From an optimization exercise on the open Yosys and OpenROAD flow, aimed at small area; shortcuts taken in it are not production practice. Only simulation tests tie the RTL to the original design; equivalence was not proved. No driver is modelled on the clock port, so clocking that relies on it looks cheaper here than on a real chip. Power and IR drop assume default switching activity.

**design/flow/config.mk**
```make
export PLATFORM = sky130hd
export DESIGN_NAME = top
export DESIGN_NICKNAME = top
export VERILOG_FILES = /design/flow/design.v
export SDC_FILE = /design/flow/constraint.sdc
export NUM_CORES = 4
export LEC_CHECK = 0
export CAP_MARGIN = 20
export CORE_MARGIN = 2
export CORE_UTILIZATION = 40
export SLEW_MARGIN = 20
```
**design/flow/constraint.sdc**
```tcl
create_clock -name core_clock -period 20.0 [get_ports {clk_50MHz}]
set_input_delay 4.0000 -clock core_clock [delete_from_list [all_inputs] [get_ports {clk_50MHz}]]
set_output_delay 4.0000 -clock core_clock [all_outputs]
set_load 0.01 [all_outputs]
```
**design/flow/design.v**
```verilog
module top(
	clk_50MHz,
	rst,
	SWC,
	SWR0,
	SWR1,
	SWR2,
	SWR3,
	a,
	b,
	c,
	d,
	e,
	f,
	g,
	ds,
	vpassed,
	vnotpassed,
	vopened
);
input clk_50MHz, rst;
input [3:0] SWC;
output SWR0, SWR1, SWR2, SWR3;
output a, b, c, d, e, f, g;
output [7:0] ds;
output vpassed, vnotpassed, vopened;
reg [15:0] lf;
wire tick = (lf == 16'h71c8);
wire lf_fb = lf[15] ^ lf[14] ^ lf[12] ^ lf[3];
always @(posedge clk_50MHz)
	if (!rst)
		lf <= 16'hcc6b;
	else if (tick)
		lf <= 16'h4c6b;
	else
		lf <= {~lf[14:0], lf_fb};
reg [2:0] sel;
always @(posedge clk_50MHz)
	if (!rst)
		sel <= 3'd0;
	else if (tick)
		sel <= sel + 3'd1;
assign {SWR0, SWR1, SWR2, SWR3} = ~(4'b1000 >> sel[1:0]);
wire [7:0] dsel = 8'b10000000 >> sel;    
assign ds = ~dsel;
wire pressed = ~&SWC;
reg sx;
reg [3:0] st;
always @(posedge clk_50MHz)
	if (!rst) begin
		sx <= 1'b0;
		st <= 4'd9;
	end else if (tick) begin
		sx <= pressed;
		if (sx)
			st <= (st[3] & ~st[1]) ? 4'd10 : 4'd0;    
		else if (st == 4'd10)
			st <= 4'd1;
		else if (st != 4'd9)
			st <= st + 4'd1;
	end
wire rise = tick & (st == 4'd10);
reg [1:0] col;
always @(posedge clk_50MHz)
	if (tick & pressed)
		col <= {~SWC[1] | ~SWC[0], ~SWC[2] | ~SWC[0]};
wire [1:0] row = sx ? {sel[1] ~^ sel[0], ~sel[0]} : {~sel[1], sel[0]};
wire [3:0] key = {row, col};
reg [31:0] buf32;
reg P, N, O, s;
wire msg = P | N;
wire valid = ~(buf32[31] & buf32[30]);
wire is_digit = ~key[3] | (key[2:1] == 2'b00);
wire k_c = key == 4'hc, k_d = key == 4'hd, k_e = key == 4'he, k_f = key == 4'hf;
wire act = rise & ~msg;
wire set = ~rst | (rise & (msg ? ~(key == 4'hb && P) : k_c));
wire shl = act & is_digit;
wire shr = act & k_d;
wire hold = ~(set | shl | shr);
always @(posedge clk_50MHz)
	buf32 <= {32{set}} | ({32{shl}} & {buf32[27:0], key}) |
		({32{shr}} & {4'hF, buf32[31:4]}) | ({32{hold}} & buf32);
reg [31:0] pw;
reg [2:0] ph;
reg mm, dflt;
wire at = (ph == sel);
wire ld = P & s & ~O;                   
wire [3:0] dig;
reg [3:0] pw0;
always @(*)
	case (sel)
	3'd0: pw0 = 4'h1;
	3'd1: pw0 = 4'h5;
	3'd2: pw0 = 4'h0;
	3'd3: pw0 = 4'h7;
	3'd4: pw0 = 4'h1;
	3'd5: pw0 = 4'h0;
	3'd6: pw0 = 4'h2;
	default: pw0 = 4'h5;
	endcase
wire [3:0] pwd = dflt ? pw0 : pw[31:28];
wire match = ~mm;
always @(posedge clk_50MHz) begin
	ph <= ph + 3'd1;
	pw <= {pw[27:0], (ld & at) ? dig : pw[31:28]};
end
always @(posedge clk_50MHz)
	if (!rst) begin
		mm <= 1'b1;
		dflt <= 1'b1;
	end else begin
		if (rise)
			mm <= 1'b0;
		else if (at & (pwd != dig))
			mm <= 1'b1;
		if (act & k_e & valid)
			dflt <= 1'b0;
	end
always @(posedge clk_50MHz)
	if (!rst) begin
		P <= 1'b0;
		N <= 1'b0;
		O <= 1'b0;
	end else if (rise) begin
		if (msg) begin
			if (key == 4'hb && P)
				O <= 1'b1;
			else begin
				P <= 1'b0;
				N <= 1'b0;
				O <= 1'b0;
			end
		end else if (k_f) begin
			P <= match;
			N <= ~match;
		end else if (k_e) begin
			P <= valid;
			N <= ~valid;
		end
	end
always @(posedge clk_50MHz)
	if (act)
		s <= ~key[0];
assign vpassed = ~P;
assign vnotpassed = ~N;
assign vopened = ~O;
reg [3:0] digm;
integer i;
always @(*) begin
	digm = 4'h0;
	for (i = 0; i < 8; i = i + 1)
		digm = digm | ({4{dsel[7 - i]}} & buf32[4 * (7 - i) +: 4]);
end
assign dig = digm;
reg [3:0] mch;
always @(*)
	case ({O, N, s})
	3'b100, 3'b101: mch = 32'hCC0BEDCC >> (4 * (7 - sel));  
	3'b000: mch = 32'hCCBA55CC >> (4 * (7 - sel));          
	3'b001: mch = 32'hCC5ECBCC >> (4 * (7 - sel));          
	3'b010: mch = 32'hCCCEECCC >> (4 * (7 - sel));          
	default: mch = 32'hC5ECCD0C >> (4 * (7 - sel));         
	endcase
wire [3:0] nib = msg ? mch : dig;
reg [6:0] seg;
always @(*)
	case (nib)
	4'h0: seg = 7'b1111110;
	4'h1: seg = 7'b0110000;
	4'h2: seg = 7'b1101101;
	4'h3: seg = 7'b1111001;
	4'h4: seg = 7'b0110011;
	4'h5: seg = 7'b1011011;
	4'h6: seg = 7'b1011111;
	4'h7: seg = 7'b1110000;
	4'h8: seg = 7'b1111111;
	4'h9: seg = 7'b1111011;
	4'ha: seg = 7'b1110111;
	4'hb: seg = 7'b1100111;
	4'hc: seg = 7'b0000001;
	4'hd: seg = 7'b0010101;
	4'he: seg = 7'b1001111;
	default: seg = 7'b0000000;
	endcase
assign {a, b, c, d, e, f, g} = seg;
endmodule
```
**design/flow/flow/run.sh**
```bash
#!/bin/bash
# Own layout flow: the standard synthesis, then the combinational logic
# between the (unchanged) flip-flops is re-mapped by ABC for area, then
# the standard layout from floorplan to finish.
set -euo pipefail
W=$(pwd)
R=$W/orfs/results/$FLOW_PLATFORM/top/base
LIB=$FLOW_HOME/platforms/$FLOW_PLATFORM/lib/sky130_fd_sc_hd__tt_025C_1v80.lib

bash standard.sh synth > $W/flow_synth.log 2>&1

cp $R/1_2_yosys.v $W/standard_synth.v
sed -e "s#@LIB@#$LIB#g" -e "s#@IN@#$W/standard_synth.v#g" -e "s#@OUT@#$W/resyn.v#g" \
	flow/resyn.ys > $W/resyn.ys
yosys -l $W/flow_resyn.log -q $W/resyn.ys > /dev/null 2>&1

ff() { grep -oE '^ +sky130_fd_sc_hd__[a-z]*df[a-z0-9_]* +[^ ]+' "$1" | sort; }
if [[ "$(ff $W/standard_synth.v)" != "$(ff $W/resyn.v)" ]]; then
	echo "flip-flops differ after re-mapping" >&2
	exit 1
fi

cp $W/resyn.v $R/1_2_yosys.v
rm -f $R/1_synth.odb $R/1_synth.sdc
bash standard.sh finish > $W/flow_finish.log 2>&1
```
**design/flow/flow/resyn.ys**
```
read_liberty -ignore_miss_func @LIB@
read_verilog @IN@
hierarchy -top top
setattr -mod -set keep_hierarchy 1 sky130_fd_sc_hd__df* sky130_fd_sc_hd__edf*
flatten top
opt -purge top
abc -liberty @LIB@ -dont_use *probe_p* -dont_use *lpflow* -script +strash;&get,-n;&deepsyn,-J,500;&put;dch,-f;amap top
opt_clean -purge top
hilomap -singleton -hicell sky130_fd_sc_hd__conb_1 HI -locell sky130_fd_sc_hd__conb_1 LO top
opt_clean -purge top
stat -liberty @LIB@ top
select top
write_verilog -noattr -noexpr -nohex -nodec -selected @OUT@
```
**design/flow/standard.sh**
```bash
#!/bin/bash
# synth_recipe.tcl (not shown) runs the flow's synth.tcl, then flattens the netlist and writes it again
# the make line also repeats each setting of config.mk as NAME=value (left out here)
make -C /OpenROAD-flow-scripts/flow DESIGN_CONFIG=/design/flow/config.mk WORK_HOME=/design/flow/orfs CLKGATE_MAP_FILE= SYNTH_SCRIPT=/design/flow/synth_recipe.tcl "${@:-finish}"
```
==> results of run 1 <==
==> metal layers <==
layer  global-route usage  up-vias  part of all wire
li1                     -     1514                 -
met1               0.2580     1416              0.46
met2               0.2637      119              0.44
met3              0.06028       19             0.080
met4              0.06955        0             0.023
met5                    0        -                 0
==> worst max path at each step <==
| stage | startpoint | to | slack (ns) | cells after the start |
|---|---|---|---|---|
| floorplan | sel[1]$_SDFFE_PN0P_ | f | 13.02 | 15 |
| global placement | sel[0]$_SDFFE_PN0P_ | f | 12.26 | 16 |
| detailed placement | sel[1]$_SDFFE_PN0P_ | f | 12.11 | 16 |
| CTS | sel[1]$_SDFFE_PN0P_ | f | 11.69 | 16 |
| global route | sel[0]$_SDFFE_PN0P_ | f | 11.24 | 16 |
| finish | sel[2]$_SDFFE_PN0P_ | f | 11.61 | 14 |
==> sequential cells by signal, indices dropped and copies added (netlist names), 2 cells and up <==
signal / flops
lf: 16
sel: 3
col: 2
pw: 32
buf32: 32
st: 4
ph: 3
==> area by class of cell <==
type | instances | share of cell area
Sequential cell | 99 | 0.4746
Timing Repair Buffer | 31 | 0.07084
Clock buffer | 11 | 0.03837
Inverter | 75 | 0.06641
Multi-Input combinational cell | 217 | 0.3028
Clock inverter | 5 | 0.01505
Tap cell | 108 | 0.03188
==> power by group <==
| part | switching [W] | total [W] | internal, W |
|---|---|---|---|
| clock | 0.0000687 | 0.000139 | 0.0000699 |
| combinational | 0.00000346 | 0.00000548 | 0.00000202 |
| sequential | 0.00000103 | 0.000201 | 0.000200 |
==> through the flow <==
| step | instances | hold slack, ns | total power (W) | setup WS [ns] | util |
|---|---|---|---|---|---|
| floorplan | 391 | 0.3096 | 0.0002082 | 13.02 | - |
| global placement | 530 | 0.3100 | 0.0002108 | 12.26 | 0.4624 |
| detailed placement | 530 | 0.3132 | 0.0002109 | 12.11 | 0.4624 |
| CTS | 546 | 0.3340 | 0.0003492 | 11.69 | 0.4885 |
| global route | 546 | 0.3435 | 0.0003600 | 11.24 | 0.4885 |
| finish | 546 | 0.3319 | 0.0003450 | 11.61 | 0.4885 |
==> worst reg2reg max path, cell delays in order, from the launching register on <==
cell and delay, ns:
dfxtp_1 0.47, clkinv_1 0.24, nor2_1 0.38, clkinv_1 0.25, nor2_1 0.20, clkinv_1 0.17
o22ai_1 0.18, a31oi_1 0.06, o221ai_1 0.11, nor3_1 0.16, a222oi_1 0.35, o2111ai_1 0.16
a31oi_1 0.19, o21ai_0 0.08
==> layout by cell type, fill, tap and decap left out, drive strengths merged, types with 2 or more instances in the layout <==
cell type      count
a2111oi            2
clkbuf            11
a22oi              6
a21oi             13
inv                2
o21ai             19
nor2              55
a211oi             2
a221oi             4
dfxtp             96
o22ai             20
nor3               6
nor4               3
a31oi              5
or4                2
nand3              6
o22a               2
a41oi              2
o221ai             4
buf                4
clkdlybuf4s50     27
edfxtp             3
a32oi              2
clkinv            76
a222oi            27
nand2             25
==> run_results.csv, run 1 <==
group,metric,value,unit
run_status,outcome,"complete, no violations",
global_routing,grt_start_max_net_pins,33,
layout,drive_gt1_frac,0.05023,
global_routing,grt_pass1_wl,14210,um
hold_path,min_from,"pw[11]$_DFF_P_",
clocking,postCtsSetupBuffers,0,
synthesis,synth_area_per_cell,9.126,um^2
worst_setup_path,path_buf_inv,5,
drt,drtIter0Drc,254,
worst_setup_path,cp-start-kind,"flip-flop",
global_routing,antenna_found_initial,0,
timing,tightestPinTransition,0.8143,ns
worst_setup_path,r2r_slack,16.88,ns
clocking,cts_resized,0,
synthesis,syn-num-nets,397,
drt,wl_per_cell,15.47,um
worst_setup_path,critPathSlowestCell,"nor4_1",
drt,vias,3068,
worst_setup_path,worst_setup_path_end_kind,"output pin",
clocking,htreeDepth,3,
clocking,cts_buffer_depth,2,
floorplanning,fp.dieArea,0.009692,mm^2
clocking,cts_made_buffers,9,
layout,antenna_cells,0,
placement,port_buffers,27,
timing,fmax,119.2,MHz
drt,drc,0,
worst_setup_path,reg2reg_from,"sel[1]$_SDFFE_PN0P_",
timing,slew_viol_final,0,
timing,fin_skew,0.009311,ns
clocking,holdBufCountCts,0,
worst_setup_path,crit_required,16.00,ns
timing,layout_min_cycle_time,8.390,ns
floorplanning,dieHeight,98.45,um
layout,area_growth,18.79,%
worst_setup_path,cp_max_fo,12,
timing,rsz0062_at_grt,"false",
run,cap_violations,0,
timing,min_period_over_period,0.4195,
floorplanning,io-pin-count,28,
floorplanning,core,0.008678,mm^2
hold_path,holdPathEnd,"pw[15]$_DFF_P_",
global_routing,grt_pass1_vias,2913,
clocking,cts_tree,"done",
power_and_ir_drop,p_leak,1.518,nW
worst_setup_path,crit_arrival,4.39,ns
synthesis,netlist_area,0.003568,mm^2
timing,tns,0,ns
layout,final_cell_area,0.004239,mm^2
drt,viasPerCell,5.619,
floorplanning,rows,34,
timing,finalHoldViolations,0,
drt,drt-total-wl,8446,um
placement,placed_area,0.004013,mm^2
synthesis,netlist_instances,391,
worst_setup_path,rr_worst_depth,13,
worst_setup_path,crit_path_cell_trace,"clkinv_1 -> nand3_1 -> o22ai_1 -> nor4_1 -> clkinv_1 -> o32a_1 -> o21ai_0 -> clkinv_1 -> a22oi_1 -> nor2_1 -> a21oi_1 -> clkinv_1 -> o32ai_1 -> clkdlybuf4s50_1",
timing,setup_viol,0,
drt,ant_nets,0,
global_routing,grt_overflow_total,0,
worst_setup_path,path_class,"reg -> out",
power_and_ir_drop,p_per_area,81.38,mW/mm^2
layout,seqCellArea,0.002012,mm^2
worst_setup_path,cp_common_cell,"clkinv_1",
layout,n_fill_cell,845,
placement,gp_congestion,0.9946,
clocking,cts-root-buf,"clkbuf_8",
placement,dpl.hpwl,6135,um
global_routing,grtUsageTotal,0.1837,
hold_path,hold_depth,0,
layout,multi_input_area,0.001284,mm^2
floorplanning,die_w,98.45,um
floorplanning,start_util,0.4112,
worst_setup_path,path_delay_family,"buffers and inverters",
timing,slew_headroom,0.4521,
clocking,cts_sinks,99,
worst_setup_path,slowest_delay,0.73,ns
hold_path,hp-class,"reg -> reg",
synthesis,ys_warn_count,1,
clocking,worstSkewPairLatency,0.36,ns
clocking,path_clk_slew,0.09,ns
worst_setup_path,r2r_end,"mm$_SDFFE_PN1P_",
power_and_ir_drop,peakVddDrop,0.03691,mV
layout,final_nets,439,
drt,drtPass1Iterations,7,
==> run 2: changes to the inputs <==
--- a/design/flow/design.v
+++ b/design/flow/design.v
@@ -67,7 +67,7 @@
 wire [1:0] row = sx ? {sel[1] ~^ sel[0], ~sel[0]} : {~sel[1], sel[0]};
 wire [3:0] key = {row, col};
 reg [31:0] buf32;
-reg P, N, O, s;
+reg P, N, s;
 wire msg = P | N;
 wire valid = ~(buf32[31] & buf32[30]);
 wire is_digit = ~key[3] | (key[2:1] == 2'b00);
@@ -84,7 +84,7 @@
 reg [2:0] ph;
 reg mm, dflt;
 wire at = (ph == sel);
-wire ld = P & s & ~O;                   
+wire ld = P & s & ~N;                   
 wire [3:0] dig;
 reg [3:0] pw0;
 always @(*)
@@ -98,11 +98,11 @@
 	3'd6: pw0 = 4'h2;
 	default: pw0 = 4'h5;
 	endcase
-wire [3:0] pwd = dflt ? pw0 : pw[31:28];
+wire [3:0] pwd = pw[31:28];
 wire match = ~mm;
 always @(posedge clk_50MHz) begin
 	ph <= ph + 3'd1;
-	pw <= {pw[27:0], (ld & at) ? dig : pw[31:28]};
+	pw <= {pw[27:0], ((ld | dflt) & at) ? (dflt ? pw0 : dig) : pw[31:28]};
 end
 always @(posedge clk_50MHz)
 	if (!rst) begin
@@ -120,15 +120,13 @@
 	if (!rst) begin
 		P <= 1'b0;
 		N <= 1'b0;
-		O <= 1'b0;
 	end else if (rise) begin
 		if (msg) begin
 			if (key == 4'hb && P)
-				O <= 1'b1;
+				N <= 1'b1;
 			else begin
 				P <= 1'b0;
 				N <= 1'b0;
-				O <= 1'b0;
 			end
 		end else if (k_f) begin
 			P <= match;
@@ -142,8 +140,8 @@
 	if (act)
 		s <= ~key[0];
 assign vpassed = ~P;
-assign vnotpassed = ~N;
-assign vopened = ~O;
+assign vnotpassed = ~(N & ~P);
+assign vopened = ~(P & N);
 reg [3:0] digm;
 integer i;
 always @(*) begin
@@ -154,10 +152,10 @@
 assign dig = digm;
 reg [3:0] mch;
 always @(*)
-	case ({O, N, s})
-	3'b100, 3'b101: mch = 32'hCC0BEDCC >> (4 * (7 - sel));  
-	3'b000: mch = 32'hCCBA55CC >> (4 * (7 - sel));          
-	3'b001: mch = 32'hCC5ECBCC >> (4 * (7 - sel));          
+	case ({P, N, s})
+	3'b110, 3'b111: mch = 32'hCC0BEDCC >> (4 * (7 - sel));  
+	3'b100: mch = 32'hCCBA55CC >> (4 * (7 - sel));          
+	3'b101: mch = 32'hCC5ECBCC >> (4 * (7 - sel));          
 	3'b010: mch = 32'hCCCEECCC >> (4 * (7 - sel));          
 	default: mch = 32'hC5ECCD0C >> (4 * (7 - sel));         
 	endcase
==> design/flow/flow/run.sh (replaced) <==
#!/bin/bash
# Own layout flow:
#  1. the standard synthesis (standard.sh synth), unchanged;
#  2. the combinational logic between the flip-flops is re-mapped by ABC for
#     area, with a few ABC scripts in parallel; the smallest netlist is kept.
#     Every flip-flop instance (name and cell) stays as the standard synthesis
#     made it;
#  3. the standard layout from floorplan to finish, with the ports
#     buffered by buf_1 cells and a clock tree of clkbuf_4 and clkbuf_8 cells without
#     dummy loads.
# Each tool's output goes to a flow_*.log file in the work folder.
set -euo pipefail
W=$(pwd)
R=$W/orfs/results/$FLOW_PLATFORM/top/base
LIB=$FLOW_HOME/platforms/$FLOW_PLATFORM/lib/sky130_fd_sc_hd__tt_025C_1v80.lib

bash standard.sh synth > $W/flow_synth.log 2>&1
cp $R/1_2_yosys.v $W/standard_synth.v

SCRIPTS=(
	'+strash;&get,-n;&deepsyn,-J,500;&put;dch,-f;amap'
	'+strash;&get,-n;&deepsyn,-J,500,-S,1;&put;dch,-f;amap'
	'+strash;&get,-n;&deepsyn,-J,500,-S,3;&put;dch,-f;amap'
	'+strash;&get,-n;&deepsyn,-J,500;&dch,-f;&nf,-R,1000;&put'
)
for i in "${!SCRIPTS[@]}"; do
	sed -e "s#@LIB@#$LIB#g" -e "s#@IN@#$W/standard_synth.v#g" -e "s#@OUT@#$W/resyn_$i.v#g" \
		flow/resyn.ys > $W/resyn_$i.ys
	printf '%s\n' "${SCRIPTS[$i]#+}" | tr ';,' '\n ' > $W/resyn_$i.abc
	sed -i "s#@SCRIPT@#$W/resyn_$i.abc#" $W/resyn_$i.ys
	( yosys -l $W/flow_resyn_$i.log -q $W/resyn_$i.ys > /dev/null 2>&1 || true ) &
done
wait

# keep the smallest netlist that has every flip-flop of the standard synthesis
ff() { grep -oE '^ +sky130_fd_sc_hd__[a-z]*df[a-z0-9_]* +[^ ]+' "$1" | sort; }
best=""
best_area=""
for i in "${!SCRIPTS[@]}"; do
	[[ -s $W/resyn_$i.v ]] || continue
	[[ "$(ff $W/standard_synth.v)" == "$(ff $W/resyn_$i.v)" ]] || continue
	a=$(grep "Chip area" $W/flow_resyn_$i.log | tail -1 | awk '{print $NF}')
	if [[ -z "$best" ]] || awk -v a="$a" -v b="$best_area" 'BEGIN{exit !(a < b)}'; then
		best=$i
		best_area=$a
	fi
done
echo "re-mapped netlists: best is $best with area $best_area" > $W/flow_pick.log
if [[ -n "$best" ]]; then
	cp $W/resyn_$best.v $R/1_2_yosys.v
	rm -f $R/1_synth.odb $R/1_synth.sdc
fi

bash standard.sh finish \
	"BUFFER_PORTS_ARGS=-buffer_cell sky130_fd_sc_hd__buf_1" \
	"CTS_ARGS=-sink_clustering_enable -repair_clock_nets -dont_use_dummy_load -buf_list {sky130_fd_sc_hd__clkbuf_4 sky130_fd_sc_hd__clkbuf_8}" \
	> $W/flow_finish.log 2>&1
==> design/flow/flow/resyn.ys (replaced) <==
read_liberty -ignore_miss_func @LIB@
read_verilog @IN@
hierarchy -top top
setattr -mod -set keep_hierarchy 1 sky130_fd_sc_hd__df* sky130_fd_sc_hd__edf*
flatten top
opt -purge top
abc -liberty @LIB@ -dont_use *probe_p* -dont_use *lpflow* -script @SCRIPT@ top
opt_clean -purge top
hilomap -singleton -hicell sky130_fd_sc_hd__conb_1 HI -locell sky130_fd_sc_hd__conb_1 LO top
opt_clean -purge top
stat -liberty @LIB@ top
select top
write_verilog -noattr -noexpr -nohex -nodec -selected @OUT@
==> run 2 against run 1 <==
Against the previous run: still clean; clock-buffer cell count shrank 2; utilization shrank 3.5 points; clock skew grew 0.023 ns; sequential power grew 7%; via count shrank 2.4%; area after synthesis shrank 1.3%; die area shrank 1.3%; routed wire length shrank 1.5%; synthesized cell count grew 0.77%; critical endpoint is now e.
==> run_results.csv, run 2 <==
group,metric,value,unit
run_status,outcome,"complete, no violations",
layout,multi_input_area,0.001299,mm^2
layout,antenna_cells,0,
worst_setup_path,cp_common_cell,"clkinv_1",
floorplanning,io-pin-count,28,
drt,vias,2994,
drt,drc,0,
drt,drtPass1Iterations,7,
clocking,cts_resized,0,
synthesis,netlist_instances,394,
floorplanning,start_util,0.4077,
worst_setup_path,worst_setup_path_end_kind,"output pin",
floorplanning,rows,34,
global_routing,grt_start_max_net_pins,24,
timing,finalHoldViolations,0,
synthesis,synth_area_per_cell,8.936,um^2
placement,dpl.hpwl,6045,um
global_routing,antenna_found_initial,0,
layout,n_fill_cell,880,
worst_setup_path,r2r_slack,16.78,ns
worst_setup_path,rr_worst_depth,12,
floorplanning,fp.dieArea,0.009569,mm^2
hold_path,hold_depth,0,
synthesis,netlist_area,0.003521,mm^2
worst_setup_path,crit_arrival,4.51,ns
worst_setup_path,crit_cells,16,
floorplanning,core,0.008636,mm^2
clocking,postCtsSetupBuffers,0,
placement,port_buffers,27,
worst_setup_path,cp-start-kind,"flip-flop",
floorplanning,die_w,97.82,um
clocking,htreeDepth,3,
layout,seqCellArea,0.001992,mm^2
drt,wl_per_cell,15.38,um
layout,area_growth,11.16,%
timing,tightestPinTransition,0.7203,ns
worst_setup_path,crit_required,16.00,ns
hold_path,hp-class,"reg -> reg",
layout,drive_gt1_frac,0.03233,
global_routing,grt_pass1_wl,13870,um
timing,setup_ws,11.49,ns
clocking,cts_made_buffers,9,
placement,dp_cells,532,
worst_setup_path,path_buf_inv,5,
timing,fin_skew,0.03223,ns
power_and_ir_drop,p_per_area,88.29,mW/mm^2
worst_setup_path,reg2reg_from,"sel[1]$_SDFFE_PN0P_",
clocking,cts_tree,"done",
worst_setup_path,critPathSlowestCell,"nor4_1",
global_routing,grtUsageTotal,0.1806,
layout,reg.largest.list,"buf32 (32), pw (32), lf (16)",
worst_setup_path,cp_max_fo,9,
drt,drt-total-wl,8322,um
global_routing,grt_pass1_vias,2741,
clocking,cts_buffer_depth,2,
clocking,holdBufCountCts,0,
worst_setup_path,crit_path_cell_trace,"clkinv_1 -> nand2_1 -> nor2_1 -> clkinv_1 -> o22ai_1 -> nor4_1 -> clkinv_1 -> o221ai_1 -> a21oi_1 -> o21ai_0 -> o221ai_1 -> or2_0 -> a21oi_1 -> clkinv_1 -> o32ai_1 -> buf_1",
timing,min_period_over_period,0.4256,
worst_setup_path,path_delay_family,"compound AO/OA/AOI/OAI gates",
timing,setup_viol,0,
clocking,cts_sinks,98,
layout,fin_cells,541,
clocking,worstSkewPairLatency,0.36,ns
layout,layout_common_cells,"dfxtp_1, clkinv_1, nor2_1",
drt,ant_nets,0,
run,cap_violations,0,
clocking,cts-root-buf,"clkbuf_8",
worst_setup_path,r2r_end,"mm$_SDFFE_PN1P_",
power_and_ir_drop,peakVddDrop,0.04810,mV
drt,viasPerCell,5.534,
synthesis,ys_warn_count,1,
floorplanning,dieHeight,97.82,um
hold_path,holdPathEnd,"pw[22]$_DFF_P_",
timing,rsz0062_at_grt,"false",
global_routing,grt_overflow_total,0,
placement,gp_congestion,0.9423,
timing,tns,0,ns
timing,slew_headroom,0.5154,
layout,final_nets,441,
layout,mostFrequentLayoutCell,"dfxtp_1",
worst_setup_path,path_class,"reg -> out",
timing,slew_viol_final,0,
timing,fmax,117.5,MHz
timing,layout_min_cycle_time,8.512,ns
hold_path,min_from,"pw[18]$_DFF_P_",
worst_setup_path,slowest_delay,0.59,ns
placement,place_ws,12.01,ns
drt,drtIter0Drc,237,
power_and_ir_drop,p_leak,1.358,nW
synthesis,syn-num-nets,400,
clocking,path_clk_slew,0.09,ns
==> run 2: final cells by class <==
cell class	count	area share
Sequential cell	98	0.5090
Multi-Input combinational cell	232	0.3318
Inverter	64	0.06138
Tap cell	108	0.03453
Clock buffer	9	0.03165
Timing Repair Buffer	30	0.03165
==> run 2: per-layer routing <==
metal	GRT usage	share of wire	vias to the layer above
met5	0	0	-
met4	0.05342	0.016	0
met3	0.04724	0.053	10
met2	0.2682	0.44	93
met1	0.2591	0.49	1402
li1	-	-	1489
==> run 2: worst max-delay path by stage <==
| stage | startpoint | slack [ns] | end |
|---|---|---|---|
| 2_1_floorplan | sel[1]$_SDFFE_PN0P_ | 12.65 | e |
| 3_3_place_gp | sel[1]$_SDFFE_PN0P_ | 12.10 | e |
| 3_5_place_dp | sel[1]$_SDFFE_PN0P_ | 12.01 | e |
| 4_1_cts | sel[1]$_SDFFE_PN0P_ | 11.59 | e |
| 5_1_grt | sel[1]$_SDFFE_PN0P_ | 11.12 | e |
| 6_report | sel[1]$_SDFFE_PN0P_ | 11.49 | e |
==> run 2: metrics by stage <==
stage           power, W  utilization  area, um^2  hold WS [ns]
5_1_grt        0.0003633       0.4532        3914        0.3236
2_1_floorplan  0.0002399            -        3521        0.3096
6_report       0.0003455       0.4532        3914        0.3097
3_3_place_gp   0.0002521       0.4389        3790        0.3111
4_1_cts        0.0003497       0.4532        3914        0.3151
3_5_place_dp   0.0002525       0.4389        3790        0.3121
==> run 2: where the power goes <==
part / total, W / leakage, nW / internal (W) / switching (W)
combinational: 0.0000325 / 0.489 / 0.0000105 / 0.0000220
sequential: 0.000216 / 0.804 / 0.000210 / 0.00000555
clock: 0.0000975 / 0.0647 / 0.0000405 / 0.0000570
total: 0.000346 / 1.36 / 0.000261 / 0.0000846
==> run 3: changes to the inputs <==
--- a/design/flow/design.v
+++ b/design/flow/design.v
@@ -25,15 +25,14 @@
 output [7:0] ds;
 output vpassed, vnotpassed, vopened;
 reg [15:0] lf;
-wire tick = (lf == 16'h71c8);
-wire lf_fb = lf[15] ^ lf[14] ^ lf[12] ^ lf[3];
+wire tick = (lf == 16'h3ccc);
 always @(posedge clk_50MHz)
 	if (!rst)
-		lf <= 16'hcc6b;
+		lf <= 16'hcf7c;
 	else if (tick)
-		lf <= 16'h4c6b;
+		lf <= 16'hcffc;
 	else
-		lf <= {~lf[14:0], lf_fb};
+		lf <= {~lf[14:0], lf[15] ^ lf[6]};
 reg [2:0] sel;
 always @(posedge clk_50MHz)
 	if (!rst)
==> design/flow/flow/run.sh (replaced) <==
#!/bin/bash
# Own layout flow:
#  1. the standard synthesis (standard.sh synth), unchanged;
#  2. the combinational logic between the flip-flops is re-mapped by ABC for
#     area with several ABC scripts, four at a time; the smallest netlist that
#     keeps every flip-flop instance (name and cell) of the standard synthesis
#     is used;
#  3. the standard layout up to CTS, with the ports buffered by buf_1
#     cells and a clock tree of clkbuf_4 cells without dummy loads;
#  4. clock-tree buffers are upsized to clkbuf_8 where a flip-flop clock pin's
#     estimated slew is over 110 ps (clkfix.tcl);
#  5. the standard layout from global route to finish.
# Each tool's output goes to a flow_*.log file in the work folder.
set -euo pipefail
W=$(pwd)
R=$W/orfs/results/$FLOW_PLATFORM/top/base
PLAT=$FLOW_HOME/platforms/$FLOW_PLATFORM
LIB=$PLAT/lib/sky130_fd_sc_hd__tt_025C_1v80.lib
ARGS=(
	"BUFFER_PORTS_ARGS=-buffer_cell sky130_fd_sc_hd__buf_1"
	"CTS_ARGS=-sink_clustering_enable -repair_clock_nets -dont_use_dummy_load -buf_list {sky130_fd_sc_hd__clkbuf_4}"
)

bash standard.sh synth > $W/flow_synth.log 2>&1
cp $R/1_2_yosys.v $W/standard_synth.v

SCRIPTS=(
	'+strash;&get,-n;&deepsyn,-J,500;&put;dch,-f;amap'
	'+strash;&get,-n;&deepsyn,-J,500,-S,1;&put;dch,-f;amap'
	'+strash;&get,-n;&deepsyn,-J,500,-S,2;&put;dch,-f;amap'
	'+strash;&get,-n;&deepsyn,-J,500,-S,3;&put;dch,-f;amap'
	'+strash;&get,-n;&deepsyn,-J,500,-S,4;&put;dch,-f;amap'
	'+strash;&get,-n;&deepsyn,-J,500,-S,5;&put;dch,-f;amap'
	'+strash;&get,-n;&deepsyn,-J,500;&dch,-f;&nf,-R,1000;&put'
	'+strash;&get,-n;&deepsyn,-J,500,-S,1;&dch,-f;&nf,-R,1000;&put'
)
run_one() {
	local i=$1
	sed -e "s#@LIB@#$LIB#g" -e "s#@IN@#$W/standard_synth.v#g" -e "s#@OUT@#$W/resyn_$i.v#g" \
		-e "s#@SCRIPT@#$W/resyn_$i.abc#" flow/resyn.ys > $W/resyn_$i.ys
	printf '%s\n' "${SCRIPTS[$i]#+}" | tr ';,' '\n ' > $W/resyn_$i.abc
	yosys -l $W/flow_resyn_$i.log -q $W/resyn_$i.ys > /dev/null 2>&1 || true
}
for i in "${!SCRIPTS[@]}"; do
	run_one $i &
	if (( i % 4 == 3 )); then wait; fi
done
wait

# keep the smallest netlist that has every flip-flop of the standard synthesis
ff() { grep -oE '^ +sky130_fd_sc_hd__[a-z]*df[a-z0-9_]* +[^ ]+' "$1" | sort; }
best=""
best_area=""
for i in "${!SCRIPTS[@]}"; do
	[[ -s $W/resyn_$i.v ]] || continue
	[[ "$(ff $W/standard_synth.v)" == "$(ff $W/resyn_$i.v)" ]] || continue
	a=$(grep "Chip area" $W/flow_resyn_$i.log | tail -1 | awk '{print $NF}')
	echo "netlist $i: area $a" >> $W/flow_pick.log
	if [[ -z "$best" ]] || awk -v a="$a" -v b="$best_area" 'BEGIN{exit !(a < b)}'; then
		best=$i
		best_area=$a
	fi
done
echo "best is $best with area $best_area" >> $W/flow_pick.log
if [[ -n "$best" ]]; then
	cp $W/resyn_$best.v $R/1_2_yosys.v
	rm -f $R/1_synth.odb $R/1_synth.sdc
fi

bash standard.sh cts "${ARGS[@]}" > $W/flow_cts.log 2>&1

cp $R/4_cts.odb $W/cts_before_clkfix.odb
if ! CTS_ODB=$R/4_cts.odb CTS_SDC=$R/4_cts.sdc LIB=$LIB PLATFORM_DIR=$PLAT CLK_SLEW_TARGET=0.11 \
	openroad -no_init -exit flow/clkfix.tcl > $W/flow_clkfix.log 2>&1; then
	echo "clkfix failed; keeping the clock tree as CTS made it" >> $W/flow_clkfix.log
	cp $W/cts_before_clkfix.odb $R/4_cts.odb
fi

bash standard.sh finish "${ARGS[@]}" > $W/flow_finish.log 2>&1
==> design/flow/flow/clkfix.tcl (new file) <==
# After CTS: upsize clock-tree buffers (clkbuf_4 -> clkbuf_8) until every
# flip-flop clock pin's estimated slew is under the target, then legalize.
# Reads and rewrites $::env(CTS_ODB).
set lib $::env(LIB)
read_db $::env(CTS_ODB)
read_liberty $lib
read_sdc $::env(CTS_SDC)
source $::env(PLATFORM_DIR)/setRC.tcl
set_propagated_clock [all_clocks]
set target $::env(CLK_SLEW_TARGET)
set big sky130_fd_sc_hd__clkbuf_8

proc worst_sink {} {
  set worst 0
  set wp ""
  foreach p [get_pins -of_objects [all_registers] -filter "is_clock==1"] {
    set s [get_property $p slew_max]
    if { $s > $worst } { set worst $s; set wp $p }
  }
  return [list $worst $wp]
}

for { set it 0 } { $it < 40 } { incr it } {
  estimate_parasitics -placement
  lassign [worst_sink] worst wp
  puts "iteration $it: worst clock pin slew [format %.4f $worst] at [get_full_name $wp]"
  if { $worst <= $target } { break }
  # the buffer driving the worst pin; if it is already big, its driver
  set net [get_nets -of_objects $wp]
  set drv [get_cells -of_objects [get_pins -of_objects $net -filter "direction==output"]]
  set done 0
  while { $drv != "" && !$done } {
    set ref [get_property $drv ref_name]
    if { [string match "*clkbuf*" $ref] && $ref != $big } {
      puts "  upsize [get_full_name $drv] $ref -> $big"
      replace_cell $drv $big
      set done 1
    } else {
      set in [get_pins -of_objects $drv -filter "direction==input"]
      if { [llength $in] != 1 } { break }
      set drvnet [get_nets -of_objects $in]
      set drv [get_cells -quiet -of_objects [get_pins -quiet -of_objects $drvnet -filter "direction==output"]]
    }
  }
  if { !$done } { break }
}
detailed_placement
check_placement
write_db $::env(CTS_ODB)
--- a/design/flow/config.mk
+++ b/design/flow/config.mk
@@ -7,5 +7,5 @@
 export LEC_CHECK = 0
 export CAP_MARGIN = 20
 export CORE_MARGIN = 2
-export CORE_UTILIZATION = 40
+export CORE_UTILIZATION = 55
 export SLEW_MARGIN = 20
==> run 3 against run 2 <==
Against the previous run: routed wire length decreased by 3.0%; sequential power decreased by 7%; critical endpoint is now a; largest power group unchanged; highest routed layer unchanged; non-clock buffer count shrank 2; largest cell class unchanged.
==> run_results.csv, run 3 <==
group,metric,value,unit
drt,drt-total-wl,8076,um
timing,fin_skew,0.03643,ns
synthesis,netlist_area,0.003530,mm^2
layout,mostFrequentLayoutCell,"dfxtp_1",
layout,layout_common_cells,"dfxtp_1, nor2_1, o22ai_1",
hold_path,min_from,"pw[12]$_DFF_P_",
worst_setup_path,path_delay_family,"compound AO/OA/AOI/OAI gates",
placement,placed_area,0.003737,mm^2
clocking,cts_tree,"done",
worst_setup_path,r2r_end,"mm$_SDFFE_PN1P_",
drt,viasPerCell,5.903,
layout,reg.largest.list,"buf32 (32), pw (32), lf (16)",
worst_setup_path,critPathLaunch,"sel[0]$_SDFFE_PN0P_",
worst_setup_path,crit_path_cell_trace,"nand2b_1 -> or2_0 -> o22ai_1 -> or4_1 -> a21oi_1 -> a21boi_0 -> clkinv_1 -> a31oi_1 -> a22oi_1 -> o21ai_0 -> a21boi_0 -> a211o_1 -> buf_1",
floorplanning,start_util,0.5623,
clocking,holdBufCountCts,0,
floorplanning,dieHeight,84.11,um
layout,multi_input_area,0.001495,mm^2
global_routing,grt_overflow_total,0,
global_routing,grt_pass1_wl,12980,um
timing,finalHoldViolations,0,
timing,holdWs,0.3131,ns
floorplanning,fp.dieArea,0.007074,mm^2
timing,layout_min_cycle_time,8.495,ns
worst_setup_path,crit_required,16.00,ns
hold_path,hp-class,"reg -> reg",
clocking,cts_resized,0,
clocking,cts_made_buffers,9,
worst_setup_path,worst_setup_path_end_kind,"output pin",
placement,place_ws,12.07,ns
synthesis,synth_area_per_cell,8.981,um^2
timing,fmax,117.7,MHz
power_and_ir_drop,power.total,0.0002965,W
synthesis,netlist_instances,393,
clocking,worstSkewPairLatency,0.45,ns
layout,drive_gt1_frac,0.02558,
layout,antenna_cells,0,
worst_setup_path,cp_max_fo,18,
layout,area_growth,8.685,%
run_status,outcome,"complete, no violations",
power_and_ir_drop,p_leak,1.343,nW
floorplanning,die_w,84.11,um
power_and_ir_drop,p_per_area,77.30,mW/mm^2
global_routing,grt_start_max_net_pins,33,
drt,vias,2993,
placement,port_buffers,27,
hold_path,holdPathEnd,"pw[16]$_DFF_P_",
placement,dpl.hpwl,5690,um
clocking,path_clk_slew,0.11,ns
drt,drc,0,
clocking,cts_sinks,98,
layout,seqCellArea,0.001992,mm^2
layout,final_cell_area,0.003836,mm^2
layout,n_fill_cell,571,
power_and_ir_drop,peakVddDrop,0.05696,mV
worst_setup_path,path_class,"reg -> out",
synthesis,syn-num-nets,399,
floorplanning,core,0.006277,mm^2
placement,gp_congestion,0.9638,
worst_setup_path,cp-start-kind,"flip-flop",
clocking,cts_buffer_depth,2,
floorplanning,io-pin-count,28,
timing,rsz0062_at_grt,"false",
timing,tightestPinTransition,0.8756,ns
clocking,htreeDepth,3,
drt,wl_per_cell,15.93,um
worst_setup_path,crit_arrival,4.49,ns
worst_setup_path,critPathSlowestCell,"dfxtp_1",
timing,slew_headroom,0.4109,
worst_setup_path,r2r_slack,16.96,ns
timing,tns,0,ns
timing,setup_viol,0,
drt,drtPass1Iterations,5,
worst_setup_path,rr_worst_depth,8,
worst_setup_path,slowest_delay,0.72,ns
global_routing,grt_pass1_vias,2655,
worst_setup_path,reg2reg_from,"sel[0]$_SDFFE_PN0P_",
global_routing,antenna_found_initial,0,
clocking,postCtsSetupBuffers,0,
floorplanning,rows,29,
timing,setup_ws,11.51,ns
drt,drtIter0Drc,221,
global_routing,grtUsageTotal,0.2334,
layout,final_nets,438,
timing,slew_viol_final,0,
run,cap_violations,0,
timing,min_period_over_period,0.4247,
clocking,cts-root-buf,"clkbuf_4",
hold_path,hold_depth,0,
worst_setup_path,cp_common_cell,"a21boi_0",
worst_setup_path,path_buf_inv,2,
drt,ant_nets,0,
synthesis,ys_warn_count,1,
run 3: per-stage QoR:
stage | std cells | util
after floorplan | 393 | -
after global placement | 498 | 0.5950
after detailed placement | 498 | 0.5954
after CTS | 507 | 0.6061
after global routing | 507 | 0.6111
final | 507 | 0.6111
run 3: how the worst max path moves through the flow:
| stage | slack (ns) | end | depth (start not counted) |
|---|---|---|---|
| 6_report | 11.51 | a | 13 |
| 5_1_grt | 10.96 | a | 13 |
| 4_1_cts | 11.59 | a | 13 |
| 3_5_place_dp | 12.07 | a | 13 |
| 3_3_place_gp | 12.36 | a | 13 |
| 2_1_floorplan | 12.50 | a | 12 |
run 3: cell type report:
cell class | instances | share of cell area
Sequential cell | 98 | 0.5192
Inverter | 12 | 0.01174
Clock buffer | 9 | 0.02577
Multi-Input combinational cell | 283 | 0.3898
Tap cell | 77 | 0.02511
Timing Repair Buffer | 28 | 0.02838
run 3: metal layers:
layer  GRT usage  vias to the layer above  part of all wire
met4     0.09384                        0             0.021
li1            -                     1484                 -
met1      0.3154                     1409              0.46
met2      0.3543                       87              0.46
met3     0.06726                       13             0.060
met5           0                        -                 0
run 3: where the power goes:
group            total, W  internal [W]  switching (W)
clock           0.0000895     0.0000316      0.0000579
sequential       0.000201      0.000199     0.00000198
combinational  0.00000633    0.00000228     0.00000404
total            0.000297      0.000233      0.0000639
run 3: worst reg2reg max path: stages (launching register included):
cell and delay, ns:
dfxtp_1 0.72, nand2b_1 0.22, or2_0 0.37, o22ai_1 0.15, nor4_1 0.79, xnor2_1 0.20
nand4_1 0.16, a21oi_1 0.18, o21ai_0 0.08
==> run 4: changes to the inputs <==
--- a/design/flow/design.v
+++ b/design/flow/design.v
@@ -100,7 +100,7 @@
 wire [3:0] pwd = pw[31:28];
 wire match = ~mm;
 always @(posedge clk_50MHz) begin
-	ph <= ph + 3'd1;
+	ph <= rst ? ph + 3'd1 : 3'd0;
 	pw <= {pw[27:0], ((ld | dflt) & at) ? (dflt ? pw0 : dig) : pw[31:28]};
 end
 always @(posedge clk_50MHz)
--- a/design/flow/flow/run.sh
+++ b/design/flow/flow/run.sh
@@ -8,7 +8,7 @@
 #  3. the standard layout up to CTS, with the ports buffered by buf_1
 #     cells and a clock tree of clkbuf_4 cells without dummy loads;
 #  4. clock-tree buffers are upsized to clkbuf_8 where a flip-flop clock pin's
-#     estimated slew is over 110 ps (clkfix.tcl);
+#     estimated slew is over 100 ps (clkfix.tcl);
 #  5. the standard layout from global route to finish.
 # Each tool's output goes to a flow_*.log file in the work folder.
 set -euo pipefail
@@ -70,7 +70,7 @@
 bash standard.sh cts "${ARGS[@]}" > $W/flow_cts.log 2>&1
 
 cp $R/4_cts.odb $W/cts_before_clkfix.odb
-if ! CTS_ODB=$R/4_cts.odb CTS_SDC=$R/4_cts.sdc LIB=$LIB PLATFORM_DIR=$PLAT CLK_SLEW_TARGET=0.11 \
+if ! CTS_ODB=$R/4_cts.odb CTS_SDC=$R/4_cts.sdc LIB=$LIB PLATFORM_DIR=$PLAT CLK_SLEW_TARGET=0.10 \
 	openroad -no_init -exit flow/clkfix.tcl > $W/flow_clkfix.log 2>&1; then
 	echo "clkfix failed; keeping the clock tree as CTS made it" >> $W/flow_clkfix.log
 	cp $W/cts_before_clkfix.odb $R/4_cts.odb
==> run 4 against run 3 <==
Against the previous run: sequential share of layout area shrank 0.20 points; clock skew is 0.0035 ns lower; setup slack better by 0.26 ns; final cell count down 1.4%; sequential power rose by 4%; first-iteration DRC count increased by 15%; synthesized cell count shrank 2.0%; critical path type unchanged; largest cell class unchanged.
==> run_results.csv, run 4 <==
group,metric,value,unit
run_status,outcome,"complete, no violations",
layout,multi_input_area,0.001269,mm^2
clocking,cts_resized,0,
timing,setup_viol,0,
synthesis,netlist_instances,385,
worst_setup_path,crit_arrival,4.23,ns
timing,tns,0,ns
power_and_ir_drop,p_leak,1.375,nW
timing,slew_headroom,0.4692,
layout,mostFrequentLayoutCell,"dfxtp_1",
clocking,cts_made_buffers,9,
layout,fin_cells,500,
global_routing,grt_overflow_total,0,
timing,setup_ws,11.77,ns
power_and_ir_drop,p_per_area,80.98,mW/mm^2
synthesis,synth_area_per_cell,9.145,um^2
global_routing,grt_start_max_net_pins,30,
drt,drtIter0Drc,254,
floorplanning,fp.dieArea,0.007058,mm^2
worst_setup_path,worst_setup_path_end_kind,"output pin",
power_and_ir_drop,power_frac_seq,0.673,
power_and_ir_drop,comb_power_share,0.030,
clocking,holdBufCountCts,0,
power_and_ir_drop,switching_power,0.00006679,W
power_and_ir_drop,p_int,0.0002451,W
timing,rsz0062_at_grt,"false",
clocking,cts_buffer_depth,2,
worst_setup_path,crit_path_cell_trace,"clkinv_1 -> nor2_1 -> clkinv_1 -> o22ai_1 -> a2111oi_0 -> nor3_1 -> clkinv_1 -> o221ai_1 -> clkinv_1 -> o311ai_0 -> nand2_1 -> o221ai_1 -> buf_1",
floorplanning,rows,29,
drt,drt-total-wl,8043,um
placement,placed_area,0.003740,mm^2
timing,fmax,121.4,MHz
layout,area_growth,9.382,%
worst_setup_path,slowest_delay,0.58,ns
global_routing,grt_pass1_vias,2690,
worst_setup_path,cp_max_fo,9,
hold_path,hp-class,"reg -> reg",
timing,tightestPinTransition,0.7913,ns
clocking,cts_tree,"done",
worst_setup_path,path_delay_family,"compound AO/OA/AOI/OAI gates",
clocking,cts_sinks,98,
layout,seqCellArea,0.001992,mm^2
floorplanning,dieHeight,84.01,um
drt,vias,2968,
run,cap_violations,0,
placement,port_buffers,27,
floorplanning,start_util,0.5609,
timing,min_period_over_period,0.4117,
placement,gp_congestion,0.9347,
clocking,postCtsSetupBuffers,0,
layout,final_nets,431,
drt,drc,0,
global_routing,grt_pass1_wl,13300,um
power_and_ir_drop,swShare,0.2141,
drt,ant_nets,0,
worst_setup_path,r2r_slack,15.95,ns
clocking,path_clk_slew,0.09,ns
timing,slew_viol_final,0,
synthesis,netlist_area,0.003521,mm^2
placement,dpl.hpwl,5851,um
worst_setup_path,path_buf_inv,5,
global_routing,antenna_found_initial,0,
floorplanning,io-pin-count,28,
timing,finalHoldViolations,0,
placement,place_ws,12.28,ns
worst_setup_path,critPathSlowestCell,"o311ai_0",
floorplanning,die_w,84.01,um
floorplanning,core,0.006277,mm^2
worst_setup_path,cp_common_cell,"clkinv_1",
power_and_ir_drop,peakVddDrop,0.07698,mV
layout,n_fill_cell,570,
clocking,htreeDepth,3,
drt,wl_per_cell,16.09,um
layout,layout_common_cells,"dfxtp_1, clkinv_1, nor2_1",
global_routing,grtUsageTotal,0.2361,
drt,viasPerCell,5.936,
clocking,cts-root-buf,"clkbuf_4",
clocking,worstSkewPairLatency,0.43,ns
worst_setup_path,path_class,"reg -> out",
placement,dp_cells,491,
power_and_ir_drop,clkPwrFrac,0.297,
synthesis,syn-num-nets,391,
drt,drtPass1Iterations,7,
synthesis,ys_warn_count,1,
worst_setup_path,crit_required,16.00,ns
layout,reg.largest.list,"buf32 (32), pw (32), lf (16)",
worst_setup_path,cp-start-kind,"flip-flop",
layout,antenna_cells,0,
timing,layout_min_cycle_time,8.235,ns
layout,final_cell_area,0.003851,mm^2
layout,drive_gt1_frac,0.02837,
timing,fin_skew,0.03296,ns
==> run 4: area by class of cell <==
cell class                 instances  area share
timing repair buffer              29     0.03021
inverter                          71     0.06920
clock buffer                       9     0.02891
multi-input combinational        216      0.3294
tap                               77     0.02502
sequential                        98      0.5172
==> run 4: final timing paths <==
path | startpoint | endpoint | cells past startpoint
setup / recovery | sel[1]$_SDFFE_PN0P_ | c | 13
hold / removal | pw[1]$_DFF_P_ | pw[5]$_DFF_P_ | 0
setup reg to reg | lf[0]$_SDFF_PP0_ | buf32[8]$_DFF_P_ | 8
hold reg to reg | pw[1]$_DFF_P_ | pw[5]$_DFF_P_ | 0
==> run 4: metal layers <==
| layer | routed length (um) | GRT usage | vias up |
|---|---|---|---|
| met4 | 153 | 0.07331 | 0 |
| met2 | 3520 | 0.3527 | 117 |
| met1 | 3855 | 0.3346 | 1367 |
| met3 | 513 | 0.06429 | 13 |
| met5 | 0 | 0 | - |
| li1 | - | - | 1471 |
==> run 4: stage by stage <==
step	power [W]	utilization	hold slack, ns
global placement	0.0002235	0.5958	0.3106
finish	0.0003119	0.6135	0.3154
CTS	0.0002973	0.6065	0.3123
detailed placement	0.0002234	0.5958	0.3121
global route	0.0003229	0.6135	0.3196
floorplan	0.0002194	-	0.3096
==> run 4: power groups by stage <==
stage                     Combinational, W   Clock, W  Sequential (W)
after detailed placement        0.00000911          0        0.000214
after CTS                       0.00000913  0.0000781        0.000210
after floorplan                 0.00000639          0        0.000213
after global placement          0.00000912          0        0.000214
after global routing             0.0000104   0.000102        0.000211
final                           0.00000927  0.0000927        0.000210
==> run 5: changes to the inputs <==
--- a/design/flow/flow/run.sh
+++ b/design/flow/flow/run.sh
@@ -8,7 +8,7 @@
 #  3. the standard layout up to CTS, with the ports buffered by buf_1
 #     cells and a clock tree of clkbuf_4 cells without dummy loads;
 #  4. clock-tree buffers are upsized to clkbuf_8 where a flip-flop clock pin's
-#     estimated slew is over 100 ps (clkfix.tcl);
+#     estimated slew is over 105 ps (clkfix.tcl);
 #  5. the standard layout from global route to finish.
 # Each tool's output goes to a flow_*.log file in the work folder.
 set -euo pipefail
@@ -31,8 +31,12 @@
 	'+strash;&get,-n;&deepsyn,-J,500,-S,3;&put;dch,-f;amap'
 	'+strash;&get,-n;&deepsyn,-J,500,-S,4;&put;dch,-f;amap'
 	'+strash;&get,-n;&deepsyn,-J,500,-S,5;&put;dch,-f;amap'
+	'+strash;&get,-n;&deepsyn,-J,500,-S,6;&put;dch,-f;amap'
+	'+strash;&get,-n;&deepsyn,-J,500,-S,7;&put;dch,-f;amap'
 	'+strash;&get,-n;&deepsyn,-J,500;&dch,-f;&nf,-R,1000;&put'
 	'+strash;&get,-n;&deepsyn,-J,500,-S,1;&dch,-f;&nf,-R,1000;&put'
+	'+strash;dc2;&get,-n;&deepsyn,-J,500;&put;dch,-f;amap'
+	'+strash;dc2;&get,-n;&deepsyn,-J,500,-S,1;&put;dch,-f;amap'
 )
 run_one() {
 	local i=$1
@@ -70,7 +74,7 @@
 bash standard.sh cts "${ARGS[@]}" > $W/flow_cts.log 2>&1
 
 cp $R/4_cts.odb $W/cts_before_clkfix.odb
-if ! CTS_ODB=$R/4_cts.odb CTS_SDC=$R/4_cts.sdc LIB=$LIB PLATFORM_DIR=$PLAT CLK_SLEW_TARGET=0.10 \
+if ! CTS_ODB=$R/4_cts.odb CTS_SDC=$R/4_cts.sdc LIB=$LIB PLATFORM_DIR=$PLAT CLK_SLEW_TARGET=0.105 \
 	openroad -no_init -exit flow/clkfix.tcl > $W/flow_clkfix.log 2>&1; then
 	echo "clkfix failed; keeping the clock tree as CTS made it" >> $W/flow_clkfix.log
 	cp $W/cts_before_clkfix.odb $R/4_cts.odb
==> run 5 against run 4 <==
Against the previous run: die area stayed put; non-clock buffer count unchanged; critical path depth unchanged; setup slack improved by 0.0045 ns; hold slack worse by 0.016 ns; routed wire length about the same; sequential power is essentially flat; utilization shrank 0.10 points; power down 0.76%; critical endpoint unchanged; clock-buffer cell count stayed put.
==> run_results.csv, run 5 <==
group,metric,value,unit
power_and_ir_drop,power_frac_seq,0.678,
timing,slew_viol_final,0,
floorplanning,io-pin-count,28,
global_routing,use_met3,0.06429,
run,cap_violations,0,
clocking,cts_tree,"done",
timing,layout_min_cycle_time,8.231,ns
clocking,cts-root-buf,"clkbuf_4",
layout,reg.largest.list,"buf32 (32), pw (32), lf (16)",
clocking,worstSkewPairLatency,0.43,ns
clocking,path_clk_slew,0.10,ns
layout,area_growth,9.204,%
clocking,cts_buffer_depth,2,
timing,min_period_over_period,0.4115,
floorplanning,fp.dieArea,0.007058,mm^2
clocking,cts_made_buffers,9,
timing,tightestPinTransition,0.7628,ns
layout,final_nets,431,
floorplanning,dieHeight,84.01,um
worst_setup_path,worst_setup_path_end_kind,"output pin",
global_routing,use_met1,0.3346,
synthesis,ys_warn_count,1,
floorplanning,start_util,0.5609,
power_and_ir_drop,p_int,0.0002430,W
placement,dpl.hpwl,5851,um
layout,antenna_cells,0,
clocking,holdBufCountCts,0,
global_routing,grt_overflow_total,0,
drt,drtPass1Iterations,7,
global_routing,antenna_found_initial,0,
worst_setup_path,crit_arrival,4.23,ns
placement,port_buffers,27,
layout,postLayoutCoreUtil,0.6125,
drt,drt-total-wl,8045,um
timing,slew_headroom,0.4883,
floorplanning,rows,29,
synthesis,syn-num-nets,391,
drt,drtIter0Drc,251,
synthesis,netlist_instances,385,
power_and_ir_drop,clkPwrFrac,0.292,
clocking,htreeDepth,3,
worst_setup_path,cp_max_fo,9,
power_and_ir_drop,swShare,0.2148,
timing,fmax,121.5,MHz
drt,vias,2991,
run_status,outcome,"complete, no violations",
drt,wl_per_cell,16.09,um
global_routing,grt_pass1_wl,13300,um
timing,fin_skew,0.03044,ns
clocking,cts_sinks,98,
power_and_ir_drop,peakVddDrop,0.07699,mV
global_routing,grtUsageTotal,0.2361,
synthesis,netlist_area,0.003521,mm^2
global_routing,top_usage_layer,"met2",
global_routing,grt_pass1_vias,2690,
synthesis,synth_area_per_cell,9.145,um^2
power_and_ir_drop,comb_power_share,0.030,
clocking,postCtsSetupBuffers,0,
global_routing,use_met2,0.3527,
power_and_ir_drop,p_leak,1.373,nW
power_and_ir_drop,power.total,0.0003095,W
layout,mostFrequentLayoutCell,"dfxtp_1",
floorplanning,core,0.006277,mm^2
timing,setup_viol,0,
floorplanning,die_w,84.01,um
power_and_ir_drop,switching_power,0.00006649,W
timing,tns,0,ns
worst_setup_path,crit_required,16.00,ns
drt,ant_nets,0,
worst_setup_path,path_class,"reg -> out",
layout,n_fill_cell,571,
hold_path,hp-class,"reg -> reg",
power_and_ir_drop,p_per_area,80.49,mW/mm^2
timing,finalHoldViolations,0,
placement,gp_congestion,0.9347,
drt,viasPerCell,5.982,
layout,layout_common_cells,"dfxtp_1, clkinv_1, nor2_1",
layout,drive_gt1_frac,0.02837,
timing,rsz0062_at_grt,"false",
worst_setup_path,r2r_slack,15.96,ns
worst_setup_path,cp-start-kind,"flip-flop",
global_routing,grt_start_max_net_pins,30,
clocking,cts_resized,0,
drt,drc,0,
[run 5: layout make-up]
| cell class | count | area, um^2 | share of cell area |
|---|---|---|---|
| Timing Repair Buffer | 29 | 116.4 | 0.03026 |
| Multi-Input combinational cell | 216 | 1269 | 0.3300 |
| Tap cell | 77 | 96.34 | 0.02506 |
| Inverter | 71 | 266.5 | 0.06931 |
| Sequential cell | 98 | 1992 | 0.5181 |
| Clock buffer | 9 | 105.1 | 0.02733 |
[run 5: worst max-delay path, stage by stage (launching register included)]
cell       delay [ns]
dfxtp_1          0.50
clkinv_1         0.30
nor2_1           0.32
clkinv_1         0.16
o22ai_1          0.17
a2111oi_0        0.07
nor3_1           0.40
clkinv_1         0.16
o221ai_1         0.52
clkinv_1         0.25
o311ai_0         0.58
nand2_1          0.11
o221ai_1         0.09
buf_1            0.17
[run 5: through the flow]
step	hold WS, ns	cells	area (um^2)	setup WS [ns]
2_1_floorplan	0.3096	385	3521	12.86
3_3_place_gp	0.3106	491	3740	12.61
3_5_place_dp	0.3121	491	3740	12.28
4_1_cts	0.3123	500	3807	11.78
5_1_grt	0.3196	500	3845	11.24
6_report	0.2996	500	3845	11.77
[run 5: power by group through the flow]
stage                 logic, W  clock network, W  registers (W)
floorplan           0.00000639                 0       0.000213
global placement    0.00000912                 0       0.000214
detailed placement  0.00000911                 0       0.000214
CTS                 0.00000913         0.0000781       0.000210
global route         0.0000104         0.0000993       0.000211
finish              0.00000925         0.0000904       0.000210
[run 5: final timing paths]
kind	cells after the start	end	from
setup / recovery	13	c	sel[1]$_SDFFE_PN0P_
hold / removal	0	pw[30]$_DFF_P_	pw[26]$_DFF_P_
setup reg to reg	8	buf32[8]$_DFF_P_	lf[0]$_SDFF_PP0_
hold reg to reg	0	pw[30]$_DFF_P_	pw[26]$_DFF_P_
[run 5: metal layers]
layer / vias to the layer above / share of wire / wire length, um
met5: - / 0 / 0
li1: 1475 / - / -
met2: 112 / 0.44 / 3512
met1: 1389 / 0.48 / 3892
met3: 15 / 0.058 / 464
met4: 0 / 0.022 / 177
==> run 6: changes to the inputs <==
--- a/design/flow/flow/run.sh
+++ b/design/flow/flow/run.sh
@@ -8,7 +8,7 @@
 #  3. the standard layout up to CTS, with the ports buffered by buf_1
 #     cells and a clock tree of clkbuf_4 cells without dummy loads;
 #  4. clock-tree buffers are upsized to clkbuf_8 where a flip-flop clock pin's
-#     estimated slew is over 105 ps (clkfix.tcl);
+#     estimated slew is over 110 ps (clkfix.tcl);
 #  5. the standard layout from global route to finish.
 # Each tool's output goes to a flow_*.log file in the work folder.
 set -euo pipefail
@@ -74,7 +74,7 @@
 bash standard.sh cts "${ARGS[@]}" > $W/flow_cts.log 2>&1
 
 cp $R/4_cts.odb $W/cts_before_clkfix.odb
-if ! CTS_ODB=$R/4_cts.odb CTS_SDC=$R/4_cts.sdc LIB=$LIB PLATFORM_DIR=$PLAT CLK_SLEW_TARGET=0.105 \
+if ! CTS_ODB=$R/4_cts.odb CTS_SDC=$R/4_cts.sdc LIB=$LIB PLATFORM_DIR=$PLAT CLK_SLEW_TARGET=0.11 \
 	openroad -no_init -exit flow/clkfix.tcl > $W/flow_clkfix.log 2>&1; then
 	echo "clkfix failed; keeping the clock tree as CTS made it" >> $W/flow_clkfix.log
 	cp $W/cts_before_clkfix.odb $R/4_cts.odb
==> run 6 against run 5 <==
Against the previous run: routed wire length did not move; clock skew did not move; die area did not move.
==> run_results.csv, run 6 <==
group,metric,value,unit
run_status,outcome,"complete, no violations",
power_and_ir_drop,power.total,0.0003095,W
drt,drt-total-wl,8045,um
global_routing,grt_pass1_wl,13300,um
synthesis,ys_warn_count,1,
global_routing,grt_overflow_total,0,
worst_setup_path,cp_max_fo,9,
clocking,cts_resized,0,
timing,setup_ws,11.77,ns
hold_path,hp-class,"reg -> reg",
drt,vias,2991,
global_routing,antenna_found_initial,0,
clocking,path_clk_slew,0.10,ns
clocking,holdBufCountCts,0,
floorplanning,core,0.006277,mm^2
placement,place_ws,12.28,ns
timing,fin_skew,0.03044,ns
synthesis,netlist_instances,385,
timing,slew_viol_final,0,
clocking,postCtsSetupBuffers,0,
synthesis,netlist_area,0.003521,mm^2
drt,drtPass1Iterations,7,
drt,drc,0,
drt,ant_nets,0,
clocking,cts-root-buf,"clkbuf_4",
floorplanning,fp.dieArea,0.007058,mm^2
worst_setup_path,r2r_slack,15.96,ns
worst_setup_path,worst_setup_path_end_kind,"output pin",
placement,dpl.hpwl,5851,um
layout,layout_common_cells,"dfxtp_1, clkinv_1, nor2_1",
floorplanning,start_util,0.5609,
placement,gp_congestion,0.9347,
global_routing,grtUsageTotal,0.2361,
timing,fmax,121.5,MHz
layout,mostFrequentLayoutCell,"dfxtp_1",
layout,final_nets,431,
floorplanning,die_w,84.01,um
floorplanning,dieHeight,84.01,um
synthesis,syn-num-nets,391,
floorplanning,io-pin-count,28,
clocking,cts_tree,"done",
worst_setup_path,cp-start-kind,"flip-flop",
timing,slew_headroom,0.4883,
worst_setup_path,path_class,"reg -> out",
timing,tns,0,ns
worst_setup_path,crit_arrival,4.23,ns
placement,port_buffers,27,
global_routing,grt_pass1_vias,2690,
power_and_ir_drop,peakVddDrop,0.07699,mV
drt,viasPerCell,5.982,
timing,setup_viol,0,
layout,drive_gt1_frac,0.02837,
layout,reg.largest.list,"buf32 (32), pw (32), lf (16)",
clocking,htreeDepth,3,
timing,tightestPinTransition,0.7628,ns
clocking,worstSkewPairLatency,0.43,ns
clocking,cts_made_buffers,9,
drt,drtIter0Drc,251,
worst_setup_path,crit_required,16.00,ns
power_and_ir_drop,p_per_area,80.49,mW/mm^2
drt,wl_per_cell,16.09,um
timing,rsz0062_at_grt,"false",
clocking,cts_sinks,98,
layout,antenna_cells,0,
power_and_ir_drop,p_leak,1.373,nW
clocking,cts_buffer_depth,2,
layout,postLayoutCoreUtil,0.6125,
run,cap_violations,0,
synthesis,synth_area_per_cell,9.145,um^2
timing,min_period_over_period,0.4115,
global_routing,grt_start_max_net_pins,30,
layout,area_growth,9.204,%
timing,layout_min_cycle_time,8.231,ns
floorplanning,rows,29,
timing,finalHoldViolations,0,
## run 6: worst paths after layout
kind / cells past startpoint / to / startpoint
hold / removal: 0 / pw[30]$_DFF_P_ / pw[26]$_DFF_P_
hold reg to reg: 0 / pw[30]$_DFF_P_ / pw[26]$_DFF_P_
setup / recovery: 13 / c / sel[1]$_SDFFE_PN0P_
setup reg to reg: 8 / buf32[8]$_DFF_P_ / lf[0]$_SDFF_PP0_
## run 6: routing by layer
layer	up-vias	share of wire	GRT usage
li1	1475	-	-
met1	1389	0.48	0.3346
met2	112	0.44	0.3527
met3	15	0.058	0.06429
met4	0	0.022	0.07331
met5	-	0	0
## run 6: stage by stage
step	instance area, um^2	hold WS (ns)	instances
6_report	3845	0.2996	500
5_1_grt	3845	0.3196	500
4_1_cts	3807	0.3123	500
3_3_place_gp	3740	0.3106	491
2_1_floorplan	3521	0.3096	385
3_5_place_dp	3740	0.3121	491
## run 6: area by class of cell
class | instances | area [um^2]
Clock buffer | 9 | 105.1
Sequential cell | 98 | 1992
Multi-Input combinational cell | 216 | 1269
Inverter | 71 | 266.5
Timing Repair Buffer | 29 | 116.4
Fill cell | 571 | 2432
Tap cell | 77 | 96.34
## run 6: where the power goes
part	internal [W]	switching, W
clock network	0.0000337	0.0000567
logic	0.00000312	0.00000612
registers	0.000206	0.00000368
## run 6: critical path: stages (launching register included)
cell,delay [ns]
dfxtp_1,0.50
clkinv_1,0.30
nor2_1,0.32
clkinv_1,0.16
o22ai_1,0.17
a2111oi_0,0.07
nor3_1,0.40
clkinv_1,0.16
o221ai_1,0.52
clkinv_1,0.25
o311ai_0,0.58
nand2_1,0.11
o221ai_1,0.09
buf_1,0.17

[static timing again, ports no longer ideal]
How much do the figures lean on ideal ports? The routed layouts below were timed once more, with nothing changed but the port constraints. Step 1 assumes that a clkbuf_16 drives the clock port and a buf_2 every other input. Step 2 moves the port delays by t, midway between the first and last clock arrival at a register: inputs arrive t later, outputs are due t later. That takes back most of the time a late clock gives input paths. a / b / c = ideal ports / drivers / drivers and shift; a / b = the first two.
| run | t (ns) | slack for setup (ns) | worst data-port slew with drivers (ns) |
|---|---|---|---|
| run 1 | 0.387 | 11.611 / 11.579 / 11.966 | 0.03 |
| run 2 | 0.378 | 11.488 / 11.454 / 11.831 | 0.03 |
| run 3 | 0.461 | 11.505 / 11.475 / 11.936 | 0.03 |
| run 4 | 0.446 | 11.765 / 11.737 / 12.183 | 0.03 |
| run 5 | 0.443 | 11.770 / 11.742 / 12.184 | 0.03 |
| run 6 | 0.443 | 11.770 / 11.742 / 12.184 | 0.03 |
After both steps setup and hold are still met in every run listed.
